This is an optimization exercise on Yosys and OpenROAD, whose aim is small area and a short achievable clock period, not a production implementation.
Only simulation tests tie the RTL to the original design; equivalence was not proved.

Setup of old:
Design pa_pipeline, start of the top module:
module pa_pipeline(input         clk,
                   input         rst,
                   input [31:0]  instr_in,
                   input [1:0]   op_in,
                   output [4:0]  wb_addr,
                   output [31:0] wb_data);
   wire [4:0]    f_rs, f_rt, f_rd;
   wire [1:0]    f_op;
   wire          f_valid;
   wire [31:0]   read_a, read_b;
   wire          wr_en;
   wire [4:0]    wr_addr;
   wire [31:0]   wr_data;
   wire [1023:0] regfile;
   fetch m0(f_rs, f_rt, f_rd, f_op, f_valid, instr_in, op_in, rst, clk);
   decode m1(read_a, read_b, f_rs, f_rt, regfile);
   execute m2(wb_addr, wb_data, wr_en, wr_addr, wr_data, read_a, read_b, f_rd,
              f_op, f_valid, rst, clk);
   writeback m3(regfile, wr_en, wr_addr, wr_data, rst, clk);
endmodule  
Size in the first run: about 1,500 flip-flops, ~93,000 um2 of cells after synthesis.
Settings: LEC_CHECK=0, ABC_AREA=1, CAP_MARGIN=20, CORE_MARGIN=2, CORE_UTILIZATION=50, CTS_CLUSTER_DIAMETER=90, CTS_CLUSTER_SIZE=20, SLEW_MARGIN=20, SETUP_SLACK_MARGIN=62.5, BUFFER_PORTS_ARGS=-buffer_cell sky130_fd_sc_hd__buf_4; clock period 80.0 ns.
standard.sh (not shown) runs the stock make flow with config.mk's settings and CLKGATE_MAP_FILE= SYNTH_SCRIPT=/design/flow/synth_recipe.tcl, a recipe that flattens the netlist after the stock synthesis.
==> flow/flow/run.sh <==
#!/bin/bash
# Own flow: the standard layout (standard synthesis, same clock and
# constraints), with the timing repair steps asked to leave 62.5 ns of
# setup slack at the 80 ns clock, so that they size and buffer the logic
# instead of stopping as soon as the 80 ns clock is met, and with plain
# buffers (buf_4) as the port buffers.
export SETUP_SLACK_MARGIN=62.5
echo "export SETUP_SLACK_MARGIN = 62.5" >> config.mk
echo "export BUFFER_PORTS_ARGS = -buffer_cell sky130_fd_sc_hd__buf_4" >> config.mk
cp config.mk config_used.txt
bash standard.sh > standard.log 2>&1
old: flow completed, timing, DRC and antenna clean
#### Input delta (new over old)
Settings: CTS_CLUSTER_DIAMETER now 60, was 90; CTS_CLUSTER_SIZE now 24, was 20.
==> run notes <==
- new vs old, clock latency on the worst-skew pair went up by 0.04 ns.
- Compared with old, new shows a lower detailed route wirelength on metal2.

---

== job 6008 ==
Starting RTL as in the previous note.
==> flow/design.v (excerpt) <==
module pa_pipeline(input         clk,
                   input         rst,
                   input [31:0]  instr_in,
                   input [1:0]   op_in,
                   output [4:0]  wb_addr,
                   output [31:0] wb_data);
Settings: LEC_CHECK=0, ABC_AREA=1, CAP_MARGIN=20, CORE_MARGIN=2, CORE_UTILIZATION=50, SLEW_MARGIN=20, SETUP_SLACK_MARGIN=62.5, BUFFER_PORTS_ARGS=-buffer_cell sky130_fd_sc_hd__buf_4; clock period 80.0 ns.
Scripts as last shown in full above: flow/flow/run.sh
For job 4593, these inputs were changed with respect to job 6008:
- CAP_MARGIN now 40, was 20
- SLEW_MARGIN now 40, was 20
- CTS_BUF_LIST now sky130_fd_sc_hd__clkbuf_8, previously not set
--- outcome ---
- Compared with job 6008, job 4593 shows a post-CTS setup-driven buffer insertion count that is 6 higher.
- Job 6008 -> job 4593: total detailed-routing wirelength flat
- Of job 4593 and job 6008, the higher worst setup slack belongs to job 6008.
- Compared with job 6008, job 4593 shows minimum setup slack after placement higher by 0.29 ns.
- The final reports for job 4593 and job 6008 show final cell count higher in the former.
Modified inputs, job 7228 compared to job 4593
- CAP_MARGIN: 40 -> 20
- SETUP_SLACK_MARGIN: 62.5 -> unset
- BUFFER_PORTS_ARGS: -buffer_cell sky130_fd_sc_hd__buf_4 -> unset
- CTS_CLUSTER_DIAMETER: unset -> 60
- CTS_CLUSTER_SIZE: unset -> 24
- SLEW_MARGIN: 40 -> 20
- CTS_BUF_LIST: sky130_fd_sc_hd__clkbuf_8 -> unset
==> flow/run.sh (new file) <==
#!/bin/bash
# synth_recipe.tcl (not shown) runs the flow's synth.tcl, then flattens the netlist and writes it again
# the make line also repeats each setting of config.mk as NAME=value (left out here)
make -C /OpenROAD-flow-scripts/flow DESIGN_CONFIG=/design/flow/config.mk WORK_HOME=/design/flow/orfs CLKGATE_MAP_FILE= SYNTH_SCRIPT=/design/flow/synth_recipe.tcl finish
removed: flow/flow/run.sh
removed: flow/standard.sh
Findings:
In the reports for job 4593 and job 7228, the larger post-cts resize count belongs to job 4593.
Compared with job 4593, in job 7228 global-route usage level; via count of the first global-routing pass did not really move; worst-case setup slack after placement fell by 0.43 ns.
Re number of CTS-inserted buffers: job 4593 was higher than job 7228.

## port drivers added, routing unchanged
In the flow no input, the clock included, has a driving cell. The finished layouts below were timed again as built, in two steps. Step 1 (the two cells are an assumption about what drives the block):
set clk [get_ports {clk}]
set_driving_cell -lib_cell sky130_fd_sc_hd__clkbuf_16 $clk
set_driving_cell -lib_cell sky130_fd_sc_hd__buf_2 [delete_from_list [all_inputs] $clk]
Step 2 also shifts input and output timing later by t, the mid clock arrival at the registers, as if the neighbouring blocks saw the same clock. a / b / c = ideal / step 1 / step 2; a / b = the first two.
| run | t (ns) | slack for setup (ns) | hold WS [ns] | worst register clock-pin slew, ns | cell pins on the clock port's net |
|---|---|---|---|---|---|
| old | 0.853 | 62.700 / 62.611 / 62.959 | 0.320 / 0.320 / 0.320 | 0.10 / 0.10 | 1 |
| new | 0.879 | 62.693 / 62.603 / 62.961 | 0.310 / 0.310 / 0.310 | 0.10 / 0.10 | 1 |
| job 6008 | 0.930 | 62.676 / 62.576 / 62.951 | 0.307 / 0.307 / 0.307 | 0.07 / 0.07 | 1 |
| job 4593 | 1.094 | 62.514 / 62.432 / 62.914 | 0.300 / 0.300 / 0.300 | 0.07 / 0.07 | 1 |
| job 7228 | 0.893 | 62.292 / 62.203 / 62.522 | 0.323 / 0.323 / 0.323 | 0.09 / 0.09 | 1 |
After both steps setup and hold are still met in every run listed.
